This is an optimization exercise on Yosys and OpenROAD, whose aim is small area and a short achievable clock period, not a production implementation.
Where RTL was checked, it was by simulation tests only, not by an equivalence proof against the original.

== the baseline ==
==> module bist_waddrdec, before the edit <==
module bist_waddrdec (
    input logic clk,
    input logic [5:0] normal_addr,
    input logic [7:0] blo,
    input logic [7:0] bhi,
    input logic nact_next,
    input logic we,
    output logic [7:0] lo_n,
    output logic [7:0] hwe_n
);
logic nact;
always_ff @(posedge clk)
    nact <= nact_next;
always_comb
    for (int i = 0; i < 8; i++) begin
        lo_n[i] = ~(blo[i] | (nact & (normal_addr[2:0] == i[2:0])));
        hwe_n[i] = ~(we & (bhi[i] | (nact & (normal_addr[5:3] == i[2:0]))));
    end
endmodule
==> module bist_wsel, before the edit <==
module bist_wsel (
    input logic [7:0] lo_n,
    input logic [7:0] hwe_n,
    output logic [63:0] sel
);
always_comb
    for (int w = 0; w < 64; w++)
        sel[w] = ~(hwe_n[w / 8] | lo_n[w % 8]);
endmodule
==> module bist_sram, before the edit <==
module bist_sram
(
    input logic [7:0] rlo,
    input logic [7:0] rhi,
    input logic [7:0] wlo_n,
    input logic [7:0] whwe_n,
    input logic [7:0] ramin,
    input logic we, clk,
    output logic [7:0] rd,
    output logic [7:0] ramout
);
    logic [7:0] mem [64];
    logic [63:0] rsel, wsel;
    logic [63:0] col [8];
    bist_wordsel RSEL (.lo(rlo), .hi(rhi), .en(~we), .sel(rsel));
    bist_wsel WSEL (.lo_n(wlo_n), .hwe_n(whwe_n), .sel(wsel));
    always_ff @(posedge clk)
        for (int w = 0; w < 64; w++)
            if (wsel[w])
                mem[w] <= ramin;
    always_comb
        for (int b = 0; b < 8; b++)
            for (int w = 0; w < 64; w++)
                col[b][w] = mem[w][b];
    for (genvar b = 0; b < 8; b++) begin : g_rd
        bist_rdbit R (.sel(rsel), .d(col[b]), .byp(we), .byp_d(ramin[b]), .q(rd[b]));
    end
    always_ff @(posedge clk)
        ramout <= rd;
endmodule
==> module BIST, before the edit <==
module BIST #(
  parameter int size = 6,
  parameter int length = 8
) (
  input logic start, rst, clk, rwbarin,
  input logic [size-1:0] address,
  input logic [length-1:0] datain,
  output logic [length-1:0] dataout,
  output logic fail,
  output logic bist_done,
  output logic bist_result
);
  logic NbarT, nact_next, write_en, we;
  logic [7:0] blo, bhi, rlo, rhi, wlo_n, whwe_n;
  logic [3:0] data_t;
  logic [7:0] ramin, rd, ramout, seen;
  bist_multiplexer MUX (
    .normal_data(datain),
    .normal_rwbar(rwbarin),
    .bist_data(data_t),
    .bist_we(write_en),
    .NbarT(NbarT),
    .we(we),
    .mem_data(ramin)
  );
  bist_waddrdec WDEC (
    .clk(clk),
    .normal_addr(address),
    .blo(blo),
    .bhi(bhi),
    .nact_next(nact_next),
    .we(we),
    .lo_n(wlo_n),
    .hwe_n(whwe_n)
  );
  bist_addrdec RDEC (
    .clk(clk),
    .normal_addr(address),
    .blo(blo),
    .bhi(bhi),
    .nact_next(nact_next),
    .lo(rlo),
    .hi(rhi)
  );
  bist_controller CNTRL (
    .clk(clk),
    .reset(rst),
    .start(start),
    .lo(blo),
    .hi(bhi),
    .write_en(write_en),
    .data_in(data_t),
    .data_out(seen[3:0]),
    .bist_done(bist_done),
    .bist_result(bist_result),
    .test_mode(NbarT),
    .nact_next(nact_next)
  );
  bist_sram MEM (
    .rlo(rlo),
    .rhi(rhi),
    .wlo_n(wlo_n),
    .whwe_n(whwe_n),
    .ramin(ramin),
    .we(we),
    .clk(clk),
    .rd(rd),
    .ramout(ramout)
  );
  bist_comparator CMP (
    .clk(clk),
    .NbarT(NbarT),
    .write_en(write_en),
    .data_t(data_t),
    .rd(rd),
    .seen(seen),
    .fail(fail)
  );
  assign dataout = ramout;
endmodule
Settings: LEC_CHECK=0, CAP_MARGIN=20, CORE_MARGIN=2, CORE_UTILIZATION=55, CTS_CLUSTER_DIAMETER=100, CTS_CLUSTER_SIZE=25, SETUP_SLACK_MARGIN=2.0, SLEW_MARGIN=20, SYNTH_HIERARCHICAL=1; clock period 4.2 ns.
standard.sh (not shown) runs the stock make flow with config.mk's settings and CLKGATE_MAP_FILE= SYNTH_SCRIPT=/design/flow/synth_recipe.tcl, a recipe that flattens the netlist after the stock synthesis.
==> flow/flow/run.sh <==
#!/bin/bash
# The standard layout, with the port buffers made of plain buffers
# (sky130_fd_sc_hd__buf_4) instead of the resizer's default choice, and
# synthesis mapping for a lighter load (ABC_LOAD_IN_FF 1) so that it picks
# smaller gates; timing repair sizes up the ones that need it.
set -euo pipefail
export BUFFER_PORTS_ARGS="-buffer_cell sky130_fd_sc_hd__buf_4"
bash standard.sh ABC_LOAD_IN_FF=1 finish > standard_finish.log 2>&1
Modified inputs, the candidate compared to the baseline
-- flow/design.v --
<<< the baseline, line 28
        hi[i] = bhi[i] | (nact & (normal_addr[5:3] == i[2:0]));
    end
endmodule
module bist_waddrdec (
    input logic clk,
    input logic [5:0] normal_addr,
    input logic [7:0] blo,
    input logic [7:0] bhi,
    input logic nact_next,
    input logic we,
    output logic [7:0] lo_n,
    output logic [7:0] hwe_n
);
logic nact;
always_ff @(posedge clk)
    nact <= nact_next;
always_comb
    for (int i = 0; i < 8; i++) begin
        lo_n[i] = ~(blo[i] | (nact & (normal_addr[2:0] == i[2:0])));
        hwe_n[i] = ~(we & (bhi[i] | (nact & (normal_addr[5:3] == i[2:0]))));
    end
endmodule
module bist_wsel (
    input logic [7:0] lo_n,
    input logic [7:0] hwe_n,
    output logic [63:0] sel
);
always_comb
    for (int w = 0; w < 64; w++)
        sel[w] = ~(hwe_n[w / 8] | lo_n[w % 8]);
endmodule
module bist_wordsel (
>>> the candidate, line 28
        hi[i] = bhi[i] | (nact & (normal_addr[5:3] == i[2:0]));
    end
endmodule
module bist_wordsel (
<<< the baseline, line 124
    input logic [7:0] rlo,
    input logic [7:0] rhi,
    input logic [7:0] wlo_n,
    input logic [7:0] whwe_n,
    input logic [7:0] ramin,
    input logic we, clk,
>>> the candidate, line 96
    input logic [7:0] rlo,
    input logic [7:0] rhi,
    input logic [7:0] wlo,
    input logic [7:0] whi,
    input logic [7:0] ramin,
    input logic we, clk,
<<< the baseline, line 135
    logic [63:0] col [8];
    bist_wordsel RSEL (.lo(rlo), .hi(rhi), .en(~we), .sel(rsel));
    bist_wsel WSEL (.lo_n(wlo_n), .hwe_n(whwe_n), .sel(wsel));
    always_ff @(posedge clk)
        for (int w = 0; w < 64; w++)
>>> the candidate, line 107
    logic [63:0] col [8];
    bist_wordsel RSEL (.lo(rlo), .hi(rhi), .en(~we), .sel(rsel));
    bist_wordsel WSEL (.lo(wlo), .hi(whi), .en(we), .sel(wsel));
    always_ff @(posedge clk)
        for (int w = 0; w < 64; w++)
<<< the baseline, line 330
);
  logic NbarT, nact_next, write_en, we;
  logic [7:0] blo, bhi, rlo, rhi, wlo_n, whwe_n;
  logic [3:0] data_t;
  logic [7:0] ramin, rd, ramout, seen;
>>> the candidate, line 302
);
  logic NbarT, nact_next, write_en, we;
  logic [7:0] blo, bhi, rlo, rhi, wlo, whi;
  logic [3:0] data_t;
  logic [7:0] ramin, rd, ramout, seen;
<<< the baseline, line 342
    .mem_data(ramin)
  );
  bist_waddrdec WDEC (
    .clk(clk),
    .normal_addr(address),
>>> the candidate, line 314
    .mem_data(ramin)
  );
  bist_addrdec WDEC (
    .clk(clk),
    .normal_addr(address),
<<< the baseline, line 348
    .bhi(bhi),
    .nact_next(nact_next),
    .we(we),
    .lo_n(wlo_n),
    .hwe_n(whwe_n)
  );
  bist_addrdec RDEC (
>>> the candidate, line 320
    .bhi(bhi),
    .nact_next(nact_next),
    .lo(wlo),
    .hi(whi)
  );
  bist_addrdec RDEC (
<<< the baseline, line 378
    .rlo(rlo),
    .rhi(rhi),
    .wlo_n(wlo_n),
    .whwe_n(whwe_n),
    .ramin(ramin),
    .we(we),
>>> the candidate, line 349
    .rlo(rlo),
    .rhi(rhi),
    .wlo(wlo),
    .whi(whi),
    .ramin(ramin),
    .we(we),
==> run notes <==
Compared to the baseline, the candidate has sum of routed wire length over all layers about 5% higher. Timing endpoint of the critical path: MEM.ramout[7]$_DFF_P_ -> the candidate, MEM.mem[48][2]$_DFFE_PP_ -> the baseline. As far as adder-cell area share of the yosys netlist is concerned, the candidate and the baseline perform about the same. The candidate — setup slack after placement 340 ps higher, the baseline as reference. [compare] base=the baseline new=the candidate: number of non-clock inverters in the layout picked up an extra 4; boundary pin count neither gained nor lost much. On synthesized area, the candidate tracks the baseline almost exactly.
The RTL of the baseline was laid out without a check of its function.

The RTL this note starts from:
==> flow/design.v <==
module bist_multiplexer (
    input logic [7:0] normal_data,
    input logic normal_rwbar,
    input logic [3:0] bist_data,
    input logic bist_we,
    input logic NbarT,
    output logic we,
    output logic [7:0] mem_data
);
assign we = bist_we | (~NbarT & ~normal_rwbar);
assign mem_data = NbarT ? {4'b0000, bist_data} : normal_data;
endmodule
module bist_addrdec (
    input logic clk,
    input logic [5:0] normal_addr,
    input logic [11:0] bg,
    input logic nact_next,
    input logic en,
    output logic [11:0] g
);
logic nact;
always_ff @(posedge clk)
    nact <= nact_next;
always_comb
    for (int f = 0; f < 3; f++)
        for (int i = 0; i < 4; i++)
            g[4*f+i] = (bg[4*f+i] | (nact & (normal_addr[2*f +: 2] == i[1:0])))
                       & (f != 2 || en);
endmodule
module bist_wordsel (
    input logic [11:0] g,
    output logic [63:0] sel
);
always_comb
    for (int w = 0; w < 64; w++)
        sel[w] = g[w % 4] & g[4 + (w / 4) % 4] & g[8 + w / 16];
endmodule
module bist_rdbit (
    input logic [63:0] sel,
    input logic [63:0] d,
    input logic byp,
    input logic byp_d,
    output logic q
);
logic [31:0] t1;
logic [7:0] t2;
logic [3:0] t3;
logic b;
for (genvar k = 0; k < 32; k++) begin : g1
    bist_aoi22 A (.a(sel[2*k]), .b(d[2*k]), .c(sel[2*k+1]), .d(d[2*k+1]), .y(t1[k]));
end
for (genvar k = 0; k < 8; k++) begin : g2
    bist_nand4 N (.a(t1[4*k]), .b(t1[4*k+1]), .c(t1[4*k+2]), .d(t1[4*k+3]), .y(t2[k]));
end
bist_and2 B (.a(byp), .b(byp_d), .y(b));
bist_nor2 R0 (.a(t2[0]), .b(t2[1]), .y(t3[0]));
bist_nor2 R1 (.a(t2[2]), .b(t2[3]), .y(t3[1]));
bist_nor2 R2 (.a(t2[4]), .b(t2[5]), .y(t3[2]));
bist_nor3 R3 (.a(t2[6]), .b(t2[7]), .c(b), .y(t3[3]));
bist_nand4 F (.a(t3[0]), .b(t3[1]), .c(t3[2]), .d(t3[3]), .y(q));
endmodule
module bist_aoi22 (input logic a, b, c, d, output logic y);
assign y = ~((a & b) | (c & d));
endmodule
module bist_nand4 (input logic a, b, c, d, output logic y);
assign y = ~(a & b & c & d);
endmodule
module bist_nor2 (input logic a, b, output logic y);
assign y = ~(a | b);
endmodule
module bist_nor3 (input logic a, b, c, output logic y);
assign y = ~(a | b | c);
endmodule
module bist_and2 (input logic a, b, output logic y);
assign y = a & b;
endmodule
module bist_comparator (
    input logic clk,
    input logic NbarT,
    input logic write_en,
    input logic [3:0] data_t,
    input logic [7:0] rd,
    output logic [7:0] seen,
    output logic fail
);
always_ff @(posedge clk) begin
    seen <= rd;
    fail <= NbarT & ~write_en & (seen != {4'b0000, data_t});
end
endmodule
module bist_sram
(
    input logic [11:0] rg,
    input logic [11:0] wg,
    input logic [7:0] ramin,
    input logic we, clk,
    output logic [7:0] rd,
    output logic [7:0] ramout
);
    logic [7:0] mem [64];
    logic [63:0] rsel, wsel;
    logic [63:0] col [8];
    bist_wordsel RSEL (.g(rg), .sel(rsel));
    bist_wordsel WSEL (.g(wg), .sel(wsel));
    always_ff @(posedge clk)
        for (int w = 0; w < 64; w++)
            if (wsel[w])
                mem[w] <= ramin;
    always_comb
        for (int b = 0; b < 8; b++)
            for (int w = 0; w < 64; w++)
                col[b][w] = mem[w][b];
    for (genvar b = 0; b < 8; b++) begin : g_rd
        bist_rdbit R (.sel(rsel), .d(col[b]), .byp(we), .byp_d(ramin[b]), .q(rd[b]));
    end
    always_ff @(posedge clk)
        ramout <= rd;
endmodule
module bist_controller (
  input clk,
  input reset,
  input start,
  output reg [11:0] ga,
  output reg write_en,
  output [3:0] data_in,
  input [3:0] data_out,
  output reg bist_done,
  output reg bist_result,
  output test_mode,
  output nact_next
);
  localparam BLANKET_0 = 3'b000, BLANKET_1 = 3'b001, CHECKERBOARD = 3'b010,
             CHECKERBOARD_INV = 3'b011, MARCH_C = 3'b100, MARCH_A = 3'b101;
  reg act, rd, direction, d1, d0;
  reg [2:0] pattern;
  reg [7:0] count;
  reg act_n, rd_n, dir_n, d1_n, d0_n, we_n, done_n, res_n;
  reg [2:0] pat_n;
  reg [7:0] count_n;
  reg [5:0] addr_n;
  assign test_mode = act;
  assign nact_next = ~act_n;
  assign data_in = {d1, d0, d1, d0};
  wire last = &count;
  wire [7:0] count_inc = count + 8'd1;
  wire [5:0] addr_step = direction ? count_inc[5:0] : ~count[5:0];
  always_comb begin
    act_n = act;
    rd_n = rd;
    dir_n = direction;
    d1_n = d1;
    d0_n = d0;
    we_n = write_en;
    done_n = bist_done;
    res_n = bist_result;
    pat_n = pattern;
    count_n = count;
    addr_n = 6'd0;
    if (reset) begin
      act_n = 1'b0;
      rd_n = 1'b0;
      pat_n = BLANKET_0;
      count_n = 8'd0;
      we_n = 1'b0;
      d1_n = 1'b0;
      d0_n = 1'b0;
      done_n = 1'b0;
      res_n = 1'b1;
      dir_n = 1'b1;
    end else if (!act) begin
      if (start && !bist_done) begin
        act_n = 1'b1;
        rd_n = 1'b0;
        count_n = 8'd0;
        we_n = 1'b1;
        d1_n = 1'b0;
        d0_n = 1'b0;
      end
    end else if (!rd) begin
      if (last) begin
        rd_n = 1'b1;
        count_n = 8'd0;
        we_n = 1'b0;
      end else begin
        count_n = count_inc;
        addr_n = addr_step;
        if (pattern == CHECKERBOARD) begin
          d1_n = ~count[0];
          d0_n = count[0];
        end else if (pattern == CHECKERBOARD_INV) begin
          d1_n = count[0];
          d0_n = ~count[0];
        end
      end
    end else begin
      if (last) begin
        if (pattern == MARCH_A && !direction) begin
          act_n = 1'b0;
          done_n = 1'b1;
        end else begin
          rd_n = 1'b0;
          count_n = 8'd0;
          we_n = 1'b1;
          addr_n = ((pattern == MARCH_C || pattern == MARCH_A) && direction) ? 6'h3f : 6'd0;
          case (pattern)
            BLANKET_0: pat_n = BLANKET_1;
            BLANKET_1: begin
              pat_n = CHECKERBOARD;
              d1_n = 1'b1;
              d0_n = 1'b1;
            end
            CHECKERBOARD: begin
              pat_n = CHECKERBOARD_INV;
              d1_n = 1'b0;
              d0_n = 1'b1;
            end
            CHECKERBOARD_INV: begin
              pat_n = MARCH_C;
              d1_n = 1'b1;
              d0_n = 1'b0;
            end
            MARCH_C: begin
              if (direction) dir_n = 1'b0;
              else pat_n = MARCH_A;
              d1_n = 1'b0;
              d0_n = 1'b0;
            end
            MARCH_A: begin
              dir_n = 1'b0;
              d1_n = 1'b1;
              d0_n = 1'b1;
            end
            default: ;
          endcase
        end
      end else begin
        if (data_out != data_in) res_n = 1'b0;
        if (pattern == MARCH_C) begin
          if (count == 8'd0) begin
            d1_n = 1'b1;
            d0_n = 1'b1;
            we_n = 1'b1;
          end else if (count == 8'd1) begin
            if (data_out != 4'hF) res_n = 1'b0;
            d1_n = 1'b0;
            d0_n = 1'b0;
            we_n = 1'b1;
          end else if (count == 8'd2) begin
            if (data_out != 4'h0) res_n = 1'b0;
            we_n = 1'b0;
          end
        end else if (pattern == MARCH_A) begin
          if (count == 8'd0) begin
            if (data_out != 4'h0) res_n = 1'b0;
            d1_n = 1'b1;
            d0_n = 1'b1;
            we_n = 1'b1;
          end else if (count == 8'd1) begin
            if (data_out != 4'hF) res_n = 1'b0;
            we_n = 1'b0;
          end
        end
        count_n = count_inc;
        addr_n = addr_step;
      end
    end
  end
  always @(posedge clk) begin
    act <= act_n;
    rd <= rd_n;
    direction <= dir_n;
    d1 <= d1_n;
    d0 <= d0_n;
    write_en <= we_n;
    bist_done <= done_n;
    bist_result <= res_n;
    pattern <= pat_n;
    count <= count_n;
    for (int i = 0; i < 4; i++) begin
      ga[i] <= act_n && (addr_n[1:0] == i[1:0]);
      ga[i+4] <= act_n && (addr_n[3:2] == i[1:0]);
      ga[i+8] <= act_n && (addr_n[5:4] == i[1:0]);
    end
  end
endmodule
module BIST #(
  parameter int size = 6,
  parameter int length = 8
) (
  input logic start, rst, clk, rwbarin,
  input logic [size-1:0] address,
  input logic [length-1:0] datain,
  output logic [length-1:0] dataout,
  output logic fail,
  output logic bist_done,
  output logic bist_result
);
  logic NbarT, nact_next, write_en, we;
  logic [11:0] bg, rg, wg;
  logic [3:0] data_t;
  logic [7:0] ramin, rd, ramout, seen;
  bist_multiplexer MUX (
    .normal_data(datain),
    .normal_rwbar(rwbarin),
    .bist_data(data_t),
    .bist_we(write_en),
    .NbarT(NbarT),
    .we(we),
    .mem_data(ramin)
  );
  bist_addrdec WDEC (
    .clk(clk),
    .normal_addr(address),
    .bg(bg),
    .nact_next(nact_next),
    .en(we),
    .g(wg)
  );
  bist_addrdec RDEC (
    .clk(clk),
    .normal_addr(address),
    .bg(bg),
    .nact_next(nact_next),
    .en(~we),
    .g(rg)
  );
  bist_controller CNTRL (
    .clk(clk),
    .reset(rst),
    .start(start),
    .ga(bg),
    .write_en(write_en),
    .data_in(data_t),
    .data_out(seen[3:0]),
    .bist_done(bist_done),
    .bist_result(bist_result),
    .test_mode(NbarT),
    .nact_next(nact_next)
  );
  bist_sram MEM (
    .rg(rg),
    .wg(wg),
    .ramin(ramin),
    .we(we),
    .clk(clk),
    .rd(rd),
    .ramout(ramout)
  );
  bist_comparator CMP (
    .clk(clk),
    .NbarT(NbarT),
    .write_en(write_en),
    .data_t(data_t),
    .rd(rd),
    .seen(seen),
    .fail(fail)
  );
  assign dataout = ramout;
endmodule
export LEC_CHECK = 0
export CAP_MARGIN = 20
export CORE_MARGIN = 2
export CORE_UTILIZATION = 55
export CTS_CLUSTER_DIAMETER = 100
export CTS_CLUSTER_SIZE = 25
export SETUP_SLACK_MARGIN = 2.0
export SLEW_MARGIN = 20
export SYNTH_HIERARCHICAL = 1
create_clock -name core_clock -period 4.2 [get_ports {clk}]
Scripts as last shown in full above: flow/flow/run.sh
==> next run, changes <==
--- a/flow/design.v
+++ b/flow/design.v
@@ -15,7 +15,6 @@
     input logic [5:0] normal_addr,
     input logic [11:0] bg,
     input logic nact_next,
-    input logic en,
     output logic [11:0] g
 );
 logic nact;
@@ -24,16 +23,16 @@
 always_comb
     for (int f = 0; f < 3; f++)
         for (int i = 0; i < 4; i++)
-            g[4*f+i] = (bg[4*f+i] | (nact & (normal_addr[2*f +: 2] == i[1:0])))
-                       & (f != 2 || en);
+            g[4*f+i] = bg[4*f+i] | (nact & (normal_addr[2*f +: 2] == i[1:0]));
 endmodule
 module bist_wordsel (
     input logic [11:0] g,
+    input logic en,
     output logic [63:0] sel
 );
 always_comb
     for (int w = 0; w < 64; w++)
-        sel[w] = g[w % 4] & g[4 + (w / 4) % 4] & g[8 + w / 16];
+        sel[w] = g[w % 4] & g[4 + (w / 4) % 4] & g[8 + w / 16] & en;
 endmodule
 module bist_rdbit (
     input logic [63:0] sel,
@@ -100,8 +99,8 @@
     logic [7:0] mem [64];
     logic [63:0] rsel, wsel;
     logic [63:0] col [8];
-    bist_wordsel RSEL (.g(rg), .sel(rsel));
-    bist_wordsel WSEL (.g(wg), .sel(wsel));
+    bist_wordsel RSEL (.g(rg), .en(~we), .sel(rsel));
+    bist_wordsel WSEL (.g(wg), .en(we), .sel(wsel));
     always_ff @(posedge clk)
         for (int w = 0; w < 64; w++)
             if (wsel[w])
@@ -313,7 +312,6 @@
     .normal_addr(address),
     .bg(bg),
     .nact_next(nact_next),
-    .en(we),
     .g(wg)
   );
   bist_addrdec RDEC (
@@ -321,7 +319,6 @@
     .normal_addr(address),
     .bg(bg),
     .nact_next(nact_next),
-    .en(~we),
     .g(rg)
   );
   bist_controller CNTRL (
Core utilization is lower by 1.2 points.
Routed wire length is higher by 6.4%.
Area after synthesis is higher by 1.8%.
Final cell count stays the same.
Clock-buffer cell count does not change.
Non-clock buffer count is higher by 1.
Global-route usage is higher by 1.4 points.
Function was not checked in any run of this note: the RTL went through the layout flow alone.

[what the ideal ports hide]
In the flow no input, the clock included, has a driving cell. The finished layouts below were timed again as built, in two steps. Step 1, drivers: a clkbuf_16 drives clk and a buf_2 each remaining input, both assumed. Step 2 also shifts input and output timing later by t, the mid clock arrival at the registers, as if the neighbouring blocks saw the same clock. Slacks: ideal / step 1 / step 2; pairs: ideal / step 1.
run	t (ns)	setup slack, ns	clock arrival spread, ns	worst register clock-pin slew, ns
the baseline	0.645	1.858 / 1.858 / 1.295	0.017 / 0.016	0.10 / 0.10
the candidate	0.639	2.015 / 2.015 / 1.379	0.034 / 0.035	0.10 / 0.10
the first run of note 2	0.635	1.800 / 1.812 / 1.185	0.023 / 0.023	0.10 / 0.10
the second run of note 2	0.645	2.012 / 2.022 / 1.395	0.028 / 0.029	0.10 / 0.10
After both steps every run listed still meets setup and hold. The setup slack of the candidate, which loses most, moves by 0.000 ns with the drivers and by -0.636 ns with both steps.
